Background: an optimization exercise with open tools, aiming at small area. Do not read the settings as production practice.
RTL that was checked went through simulation tests only; none was proved equivalent to the original.
The RTL of run 2 was laid out without a check of its function.
Power is estimated from default activity; no workload was simulated.

`design/flow/design.v`:
```
`timescale 1ns / 1ps
module dual_axis_servo_uart_v5(
    input clk50mhz,
    input rst,               
    input uart_rx,
    output reg servo_x,      
    output reg servo_y1,     
    output reg servo_y2      
);
    parameter CLK_FREQ   = 50000000;
    parameter BAUD_RATE  = 9600;
    parameter BAUD_TICK  = CLK_FREQ / BAUD_RATE;
    reg [12:0] baud_cnt;
    reg [3:0] bit_cnt;
    reg [9:0] rx_shift;
    reg receiving;
    reg [7:0] rx_data;
    reg data_ready;
    reg [7:0] x_target;
    reg [7:0] y_target;
    reg [7:0] x_position;
    reg [7:0] y_position;
    reg [7:0] x_prev;
    reg [7:0] y_prev;
    reg [15:0] smooth_cnt;
    reg [19:0] pwm_cnt;
    reg state_waiting;   
    always @(posedge clk50mhz) begin
        if (rst) begin
            baud_cnt <= 0;
            bit_cnt <= 0;
            rx_shift <= 10'b1111111111;
            receiving <= 0;
            rx_data <= 0;
            data_ready <= 0;
        end else begin
        data_ready <= 0;
        if (!receiving) begin
            if (uart_rx == 0) begin
                receiving <= 1;
                baud_cnt <= BAUD_TICK / 2;
                bit_cnt <= 0;
            end
        end else begin
            if (baud_cnt == 0) begin
                baud_cnt <= BAUD_TICK - 1;
                rx_shift <= {uart_rx, rx_shift[9:1]};
                bit_cnt <= bit_cnt + 1;
                if (bit_cnt == 9) begin
                    receiving <= 0;
                    rx_data <= rx_shift[9:2];
                    data_ready <= 1;
                end
            end else begin
                baud_cnt <= baud_cnt - 1;
            end
        end
        end
    end
    always @(posedge clk50mhz) begin
        if (rst) begin
            x_target <= 8'd192;
            y_target <= 8'd192;
            x_prev <= 8'd192;
            y_prev <= 8'd192;
            state_waiting <= 0;
        end else
        if (data_ready) begin
            if (state_waiting == 0) begin
                if (rx_data != x_prev) begin
                    x_target <= rx_data;
                    x_prev <= rx_data;
                end
            end else begin
                if (rx_data != y_prev) begin
                    y_target <= rx_data;
                    y_prev <= rx_data;
                end
            end
            state_waiting <= ~state_waiting;
        end
    end
    always @(posedge clk50mhz) begin
        if (rst) begin
            smooth_cnt <= 0;
            x_position <= 8'd192;
            y_position <= 8'd192;
        end else
        if (smooth_cnt >= 16'd25000) begin
            smooth_cnt <= 0;
            if (x_position < x_target) x_position <= x_position + 1;
            else if (x_position > x_target) x_position <= x_position - 1;
            if (y_position < y_target) y_position <= y_position + 1;
            else if (y_position > y_target) y_position <= y_position - 1;
        end else begin
            smooth_cnt <= smooth_cnt + 1;
        end
    end
    always @(posedge clk50mhz) begin
        if (rst)
            pwm_cnt <= 0;
        else
        if (pwm_cnt >= 20'd999_999)
            pwm_cnt <= 0;
        else
            pwm_cnt <= pwm_cnt + 1;
    end
    wire [19:0] pulse_width_x = 20'd50000 + x_position * 20'd196;
    wire [19:0] pulse_width_y = 20'd50000 + y_position * 20'd196;
    always @(posedge clk50mhz) begin
        if (rst) begin
            servo_x  <= 0;
            servo_y1 <= 0;
            servo_y2 <= 0;
        end else begin
        servo_x  <= (pwm_cnt < pulse_width_x);  
        servo_y1 <= (pwm_cnt < pulse_width_y);  
        servo_y2 <= (pwm_cnt < pulse_width_y);  
        end
    end
endmodule
```
`design/flow/run.sh`:
```
#!/bin/bash
# synth_recipe.tcl (not shown) runs the flow's synth.tcl, then flattens the netlist and writes it again
# the make line also repeats each setting of config.mk as NAME=value (left out here)
make -C /OpenROAD-flow-scripts/flow DESIGN_CONFIG=/design/flow/config.mk WORK_HOME=/design/flow/orfs CLKGATE_MAP_FILE= SYNTH_SCRIPT=/design/flow/synth_recipe.tcl finish
```
`design/flow/config.mk`:
```
export PLATFORM = sky130hd
export DESIGN_NAME = dual_axis_servo_uart_v5
export DESIGN_NICKNAME = dual_axis_servo_uart_v5
export VERILOG_FILES = /design/flow/design.v
export SDC_FILE = /design/flow/constraint.sdc
export NUM_CORES = 4
export LEC_CHECK = 0
export CAP_MARGIN = 20
export CORE_MARGIN = 2
export CORE_UTILIZATION = 40
export SLEW_MARGIN = 20
```
`design/flow/constraint.sdc`:
```
create_clock -name core_clock -period 20.0 [get_ports {clk50mhz}]
set_input_delay 4.0000 -clock core_clock [delete_from_list [all_inputs] [get_ports {clk50mhz}]]
set_output_delay 4.0000 -clock core_clock [all_outputs]
set_load 0.01 [all_outputs]
```
==> results.sh, run 1 <==
export IMPL_status="finished clean"
export IMPL_overflow=0
export IMPL_route_top_layer_used="met4"
export IMPL_dp_cells=1104
export IMPL_cp_max_fo=2
export IMPL_crit_arrival_ns=1.20
export IMPL_tns_ns=0
export IMPL_seqCellArea_um2=2120
export IMPL_worst_path_largest_cell_delay_ns=0.53
export IMPL_cp_end_kind="primary output"
export IMPL_rsz0062_at_grt="false"
export IMPL_largest_reg_flops=20
export IMPL_wl_met3_um=281
export IMPL_drt_initial_drc_count=183
export IMPL_cts_setup_buffers=0
export IMPL_globalRouteTotalUtil=0.150
export IMPL_num_rows=50
export IMPL_finalClockSkew_ns=0.00918
export IMPL_cts_tree="done"
export IMPL_worstMarginPinSlew_ns=0.907
export IMPL_post_route_period_util=0.260
export IMPL_synth_edf_count=0
export IMPL_worstSkewPairLatency_ns=0.35
export IMPL_setup_viol=0
export IMPL_io_buffers=5
export IMPL_multiInputGateArea_um2=5250
export IMPL_ys_warnings_count=1
export IMPL_core_um2=18800
export IMPL_ctsHoldBuffers=0
export IMPL_hold_viol_final=0
export IMPL_grt_pass1_wl_um=25300
export IMPL_syn_area_um2=7650
export IMPL_leakagePower_uw=0.00381
export IMPL_diodes=0
export IMPL_cts_sinks=106
export IMPL_drc_errors=0
export IMPL_synth_seq_area_share=0.277
export IMPL_wl_met2_um=6470
export IMPL_routed_wl_um=14100
export IMPL_top_regs="pwm_cnt: 20 flops, smooth_cnt: 16 flops, baud_cnt: 13 flops"
export IMPL_period_needed_ns=5.20
export IMPL_path_class="flop to primary output"
export IMPL_grt_max_degree=80
export IMPL_cts_root_buffer="clkbuf_16"
export IMPL_initial_core_util=0.408
export IMPL_crit_slowest_cell="clkdlybuf4s50_1"
export IMPL_vias=5793
export IMPL_ant_nets=0
export IMPL_layout_nets=1010
export IMPL_syn_nets=1012
export IMPL_crit_chain="clkdlybuf4s50_1"
export IMPL_area_growth_syn_to_layout_pct=7.34
export IMPL_drv_cap=0
export IMPL_synth_lib_cells_used_distinct=60
export IMPL_grt_pass1_vias=5541
export IMPL_wl_met1_um=7210
export IMPL_routed_via_density=5.17
export IMPL_boundaryPins=6
export IMPL_synthesis_instances=883
export IMPL_fillers=1878
export IMPL_cp_top_family="buffers and inverters"
export IMPL_ys_ff_latch=106
export IMPL_dpl_hpwl_um=10500
export IMPL_die_y_um=142
export IMPL_htreeDepth=3
export IMPL_ir_drop_uv=42.2
export IMPL_cp_required_ns=16.00
export IMPL_drive_gt1_frac=0.0372
export IMPL_synth_top_flop_cell="dfxtp_1"
export IMPL_startpoint_type="flop"
export IMPL_dieWidth_um=142
export IMPL_routedWlPerCell_um=12.6
export IMPL_power_density_nw_per_um2=122
export IMPL_path_buf_inv=1
export IMPL_synth_async_reset_ratio=0
export IMPL_regMostFlops="pwm_cnt"
export IMPL_place_congestion=0.788
export IMPL_cts_buffer_depth=2
export IMPL_cts_buffers=9
export IMPL_drv_slew=0
export IMPL_postCtsResizedCells=0
export IMPL_die_area_um2=20300
export IMPL_antenna_found_initial=0
export IMPL_path_clk_slew_ns=0.07
export IMPL_finalNonFillerCells=1120
export IMPL_syn_area_per_cell_um2=8.67
export IMPL_max_slew_margin=0.395
export IMPL_max_freq_mhz=192
export IMPL_hp_class="flop to flop"
export IMPL_drtPass1Iterations=4
## path summary, 6_finish.rpt
kind | from | end | slack (ns) | depth (start not counted)
worst max register to register | y_position[1] | servo_y2 | 15.59 | 16
worst max-delay path | servo_y2 | servo_y2 | 14.80 | 1
worst min-delay path | pwm_cnt[0] | pwm_cnt[0] | 0.44 | 1
worst min register to register | pwm_cnt[0] | pwm_cnt[0] | 0.44 | 1
## cell usage after synthesis, types with 5 or more instances
library cell	instances	area share
ha_1	118	0.19
dfxtp_1	106	0.28
nor2_1	106	0.052
nand2_1	67	0.033
a21oi_1	61	0.040
xnor2_1	48	0.055
inv_1	46	0.023
xor2_1	38	0.043
nand3_1	30	0.020
mux2i_1	27	0.035
a21o_1	21	0.021
nor2b_1	19	0.016
o21ai_0	18	0.012
nand2b_1	14	0.011
nand4_1	14	0.011
and3_1	12	0.0098
nand3b_1	11	0.011
clkbuf_1	10	0.0049
nor3_1	9	0.0059
fa_1	8	0.021
nor4_1	8	0.0065
o21a_1	7	0.0069
a31oi_1	6	0.0049
or2_2	5	0.0041
## stage by stage
step / area (um^2) / setup WS [ns] / util / hold slack (ns) / power, uW
after global routing: 8210 / 14.64 / 0.438 / 0.484 / 1110
after detailed placement: 7900 / 14.40 / 0.421 / 0.440 / 826
after global placement: 7900 / 14.42 / 0.421 / 0.428 / 817
final: 8210 / 14.80 / 0.438 / 0.444 / 1000
after floorplan: 7650 / 15.00 / - / 0.417 / 725
after CTS: 8210 / 14.77 / 0.438 / 0.450 / 1020
## cells by family after synthesis
group	after synthesis	synth area share
muxes	29	0.0383
DFF	106	0.277
other	1	0.000490
buffers and inverters	66	0.0363
xor gates and xnor gates	86	0.0984
and+or+nand+nor	314	0.200
adders and majority gates	126	0.214
AOI/OAI and AO/OA	155	0.135
## routing by layer
layer	up-vias	track usage
li1	3114	-
met1	2646	0.194
met2	25	0.256
met3	8	0.0313
met4	0	0.0344
met5	-	0
## layout make-up
cell class              count  share of cell area
inverters                  46              0.0210
well taps                 234              0.0356
clock buffers              12              0.0312
clock inverters             4             0.00701
repair buffers              7             0.00731
flip-flops and latches    106               0.258
multi-input cells         711               0.639
## placed cells by master, fill, tap and decap left out, types with 9 or more instances in the layout
cell type | netlist | routed
and3_1 | 12 | 12
xor2_1 | 38 | 38
nor3_1 | 9 | 9
nand3_1 | 30 | 30
nand3b_1 | 11 | 11
nor2_1 | 106 | 106
clkbuf_16 | 0 | 9
nand4_1 | 14 | 14
nor2b_1 | 19 | 19
dfxtp_1 | 106 | 106
nand2b_1 | 14 | 14
xnor2_1 | 48 | 48
ha_1 | 118 | 118
mux2i_1 | 27 | 27
o21ai_0 | 18 | 18
nand2_1 | 67 | 67
inv_1 | 46 | 46
a21oi_1 | 61 | 61
a21o_1 | 21 | 21
## report_power, final
group | total, uW | switching (uW) | leakage [uW] | internal (uW)
clock network | 185 | 79.8 | 0.000151 | 105
logic | 566 | 306 | 0.00280 | 261
registers | 254 | 27.8 | 0.000861 | 226
==> inputs of run 2 (changes only) <==
==> design/flow/design.v (replaced) <==
`timescale 1ns / 1ps
module dual_axis_servo_uart_v5(
    input clk50mhz,
    input rst,
    input uart_rx,
    output reg servo_x,
    output reg servo_y1,
    output servo_y2
);
    reg [12:0] baud;
    reg [8:0]  sr;           
    reg        receiving;
    reg        data_ready;
    reg        axis_y;
    reg [7:0]  x_target, y_target, x_pos, y_pos;
    reg [14:0] sm;           
    reg [7:0]  r;            
    reg [12:0] q;
    wire tick_b = baud[0] & ~baud[1] & baud[3] & ~baud[4] & ~baud[6] & ~baud[7] & baud[8] & ~baud[9] & ~baud[10] & baud[11] & ~baud[12];
    always @(posedge clk50mhz) begin
        if (rst) begin
            receiving <= 0;
            data_ready <= 0;
        end else begin
            data_ready <= receiving & tick_b & sr[0];
            if (!receiving) receiving <= ~uart_rx;
            else if (tick_b & sr[0]) receiving <= 0;
        end
    end
    always @(posedge clk50mhz) begin
        if (!receiving) begin
            baud <= 13'd3045;
            sr <= 9'h100;
        end else if (tick_b) begin
            baud <= 13'd871;
            if (!sr[0]) sr <= {uart_rx, sr[8:1]};
        end else
            baud <= {baud[11:0], ~(baud[12] ^ baud[0])};
    end
    always @(posedge clk50mhz) begin
        if (rst) begin
            x_target <= 8'd192;
            y_target <= 8'd192;
            axis_y <= 0;
        end else if (data_ready) begin
            if (!axis_y) x_target <= sr[8:1];
            else y_target <= sr[8:1];
            axis_y <= ~axis_y;
        end
    end
    wire tick_s = sm[0] & sm[1] & sm[2] & sm[3] & sm[4] & sm[5] & sm[6] & sm[8] & sm[10] & sm[12] & sm[14];
    always @(posedge clk50mhz) begin
        if (rst | tick_s) sm <= 15'd15592;
        else sm <= {sm[13:0], ~(sm[14] ^ sm[13])};
    end
    always @(posedge clk50mhz) begin
        if (rst) begin
            x_pos <= 8'd192;
            y_pos <= 8'd192;
        end else if (tick_s) begin
            if (x_pos < x_target) x_pos <= x_pos + 1'b1;
            else if (x_pos > x_target) x_pos <= x_pos - 1'b1;
            if (y_pos < y_target) y_pos <= y_pos + 1'b1;
            else if (y_pos > y_target) y_pos <= y_pos - 1'b1;
        end
    end
    wire r_wrap = r[0] & r[1] & r[2] & r[3] & r[5] & r[6];
    wire r_end = r[0] & r[1] & ~r[2] & r[4] & ~r[5] & r[6];
    wire end_frame = q[12] & q[9] & q[8] & q[7] & q[6] & q[5] & q[3] & q[2] & q[1] & r_end;
    always @(posedge clk50mhz) begin
        if (rst | end_frame) begin
            r <= 8'd204;
            q <= 0;
        end else if (r_wrap) begin
            r <= 8'd77;
            q <= q + 1'b1;
        end else
            r <= {r[6:0], ~(r[7] ^ r[2])};
    end
    wire lo = (q[12:9] == 0);
    always @(posedge clk50mhz) begin
        if (rst) begin
            servo_x <= 0;
            servo_y1 <= 0;
        end else begin
            servo_x  <= lo & (~q[8] | (q[7:0] < x_pos));
            servo_y1 <= lo & (~q[8] | (q[7:0] < y_pos));
        end
    end
    assign servo_y2 = servo_y1;
endmodule
--- a/design/flow/config.mk
+++ b/design/flow/config.mk
@@ -7,5 +7,6 @@
 export LEC_CHECK = 0
 export CAP_MARGIN = 20
 export CORE_MARGIN = 2
-export CORE_UTILIZATION = 40
+export CORE_UTILIZATION = 70
+export PLACE_DENSITY = 0.8
 export SLEW_MARGIN = 20
==> run 2 against run 1 <==
Net effect:
- design area shrank 40%
- critical path depth grew 5
- total power shrank 65%
- cell count shrank 48%
- critical endpoint is now r[7]
- still clean
- die area shrank 64%
- clock skew grew 0.0051 ns
- register-to-register slack gained 1.4 ns
- sequential share of layout area grew 13 points
- core utilization grew 34 points
- critical path type is now primary input to flop
- maximum frequency shrank 7.3%
- via count shrank 44%
==> results.sh, run 2 <==
export IMPL_regMostFlops="sm"
export IMPL_drtPass1Iterations=4
export IMPL_core_um2=6350
export IMPL_crit_arrival_ns=5.92
export IMPL_max_freq_mhz=178
export IMPL_path_class="primary input to flop"
export IMPL_synth_async_reset_ratio=0
export IMPL_syn_nets=545
export IMPL_die_y_um=85.2
export IMPL_rsz0062_at_grt="false"
export IMPL_yosys_area_top_type="dfxtp_1"
export IMPL_synth_edf_count=0
export IMPL_crit_slowest_cell="clkdlybuf4s50_1"
export IMPL_vias=3265
export IMPL_cts_tree="done"
export IMPL_max_slew_margin=0.483
export IMPL_finalClockSkew_ns=0.0143
export IMPL_leakagePower_uw=0.00211
export IMPL_synth_lib_cells_used_distinct=50
export IMPL_cts_buffer_depth=2
export IMPL_grt_pass1_vias=3148
export IMPL_drt_initial_drc_count=102
export IMPL_layout_nets=549
export IMPL_cts_buffers=9
export IMPL_routedWlPerCell_um=14.1
export IMPL_drive_gt1_frac=0.105
export IMPL_ctsHoldBuffers=0
export IMPL_crit_top_cell="buf_4"
export IMPL_die_area_um2=7270
export IMPL_synthTopCellsByArea="dfxtp_1, ha_1, a21oi_1"
export IMPL_ys_warnings_count=1
export IMPL_drc_errors=0
export IMPL_dpl_hpwl_um=5980
export IMPL_hp_class="flop to flop"
export IMPL_globalRouteTotalUtil=0.246
export IMPL_syn_area_per_cell_um2=9.30
export IMPL_cts_sinks=95
export IMPL_setup_viol=0
export IMPL_cts_setup_buffers=0
export IMPL_worstMarginPinSlew_ns=0.772
export IMPL_synthesis_instances=497
export IMPL_overflow=0
export IMPL_yosysMostFrequentCell="dfxtp_1"
export IMPL_antenna_found_initial=0
export IMPL_drv_cap=0
export IMPL_ant_nets=0
export IMPL_dieWidth_um=85.2
export IMPL_fillers=447
export IMPL_period_needed_ns=5.62
export IMPL_status="finished clean"
export IMPL_synthTopCellsByCount="dfxtp_1, nand2_1, ha_1"
export IMPL_initial_core_util=0.728
export IMPL_cp_required_ns=20.30
export IMPL_power_density_nw_per_um2=70.6
export IMPL_final_cell_mix="dfxtp_1, nand2_1, ha_1"
export IMPL_ys_ff_latch=95
export IMPL_path_clk_slew_ns=0.09
export IMPL_syn_area_um2=4620
export IMPL_boundaryPins=6
export IMPL_place_congestion=0.782
export IMPL_num_rows=29
export IMPL_cp_end_kind="flop"
export IMPL_grt_pass1_wl_um=14200
export IMPL_stdcell_area_um2=4950
export IMPL_drv_slew=0
export IMPL_post_route_period_util=0.281
export IMPL_area_growth_syn_to_layout_pct=7.20
export IMPL_final_common_cell="dfxtp_1"
export IMPL_startpoint_type="primary input"
export IMPL_diodes=0
export IMPL_htreeDepth=3
export IMPL_cts_root_buffer="clkbuf_8"
export IMPL_grt_max_degree=40
export IMPL_tns_ns=0
export IMPL_synth_top_flop_cell="dfxtp_1"
export IMPL_synth_seq_area_share=0.412
export IMPL_io_buffers=5
export IMPL_hold_viol_final=0
export IMPL_routed_via_density=5.60
export IMPL_dpl_cell_area_um2=4720
export IMPL_largest_reg_flops=15
export IMPL_cp_max_fo=39
export IMPL_top_regs="sm: 15 flops, baud: 13 flops, q: 13 flops"
export IMPL_worst_path_largest_cell_delay_ns=0.45
export IMPL_worstSkewPairLatency_ns=0.37
export IMPL_ir_drop_uv=84.9
export IMPL_crit_chain="clkdlybuf4s50_1 > buf_4 > clkinv_1 > o41ai_4 > buf_4 > nand2b_1"
export IMPL_routed_wl_um=8240
export IMPL_postCtsResizedCells=0
export IMPL_yosys_area_top_type_share=0.412
[run 2: cell count changes after synthesis, sizes merged, moves of 13 or more]
cell   change
nand3     -18
nand2     -17
ha        -75
a21o      -13
xor2      -24
xnor2     -34
nor2      -56
a21oi     -19
[run 2: final cells by class]
type	instances	area, um^2	share of cell area
inverter	37	139	0.0280
multi-input combinational	351	2520	0.509
clock buffer	11	141	0.0285
sequential	95	1900	0.384
timing repair buffer	7	65.1	0.0131
tap	77	96.3	0.0194
clock inverter	5	88.8	0.0179
[run 2: metrics by stage]
stage | utilization | setup WS (ns) | hold WS [ns] | cells | total power, uW
6_report | 0.780 | 14.38 | 0.419 | 583 | 350
5_1_grt | 0.780 | 14.26 | 0.439 | 583 | 360
4_1_cts | 0.779 | 14.40 | 0.422 | 582 | 352
3_5_place_dp | 0.743 | 14.01 | 0.396 | 566 | 212
3_3_place_gp | 0.741 | 14.07 | 0.394 | 566 | 211
2_1_floorplan | - | 15.28 | 0.386 | 497 | 209
[run 2: final timing paths]
path / from / to / slack [ns] / cells past startpoint
setup / recovery: rst / r[7] / 14.38 / 6
hold reg to reg: baud[5] / baud[6] / 0.42 / 1
setup reg to reg: x_pos[0] / x_pos[7] / 16.95 / 14
hold / removal: baud[5] / baud[6] / 0.42 / 1
[run 2: logic make-up (layout without fill, tap and decap cells)]
| logic type | Yosys count | after routing | share of synthesized area |
|---|---|---|---|
| simple gates | 182 | 182 | 0.217 |
| flops | 95 | 95 | 0.412 |
| mux | 17 | 17 | 0.0368 |
| buf+inv | 51 | 60 | 0.0452 |
| compound gates | 79 | 79 | 0.111 |
| fa+ha+maj | 45 | 45 | 0.125 |
| xor+xnor | 28 | 28 | 0.0531 |
[run 2: per-layer routing]
layer | GRT usage | vias to the layer above | part of all wire
met5 | 0 | - | 0
met4 | 0.0808 | 0 | 0.020
met3 | 0.0584 | 12 | 0.028
met2 | 0.420 | 34 | 0.48
met1 | 0.306 | 1546 | 0.47
li1 | - | 1673 | -
[run 2: report_power, final]
group	switching [uW]	leakage (uW)	internal, uW
Combinational	4.95	0.00122	5.05
Sequential	3.69	0.000775	194
Clock	66.8	0.000116	75.4
[run 2: critical path: cells and delay by family]
kind / cells / cell delay [ns]
buffers and inverters: 4 / 1.53
AOI/OAI and AO/OA: 1 / 0.25
and+or+nand+nor: 1 / 0.12

## re-timing with driven ports
How much do the figures lean on ideal ports? The routed layouts below were timed once more, with nothing changed but the port constraints.
Step 1 (the two cells are an assumption about what drives the block):
set clk [get_ports {clk50mhz}]
set_driving_cell -lib_cell sky130_fd_sc_hd__clkbuf_16 $clk
set_driving_cell -lib_cell sky130_fd_sc_hd__buf_2 [delete_from_list [all_inputs] $clk]
Step 2 times the ports against the registers' clock, not the clock port: input delays grow and output delays shrink by t, the midpoint of the rising clock arrivals with the driver on.
Slacks: ideal ports / drivers / drivers and shift; pairs: ideal ports / drivers.
| run | shift t [ns] | setup slack, ns | latest minus earliest clock arrival (ns) |
|---|---|---|---|
| run 1 | 0.390 | 14.795 / 14.754 / 14.433 | 0.014 / 0.013 |
| run 2 | 0.393 | 14.382 / 14.389 / 13.996 | 0.016 / 0.015 |
After both steps every run listed still meets setup and hold. The setup slack of run 2, which loses most, moves by +0.007 ns with the drivers and by -0.386 ns with both steps.
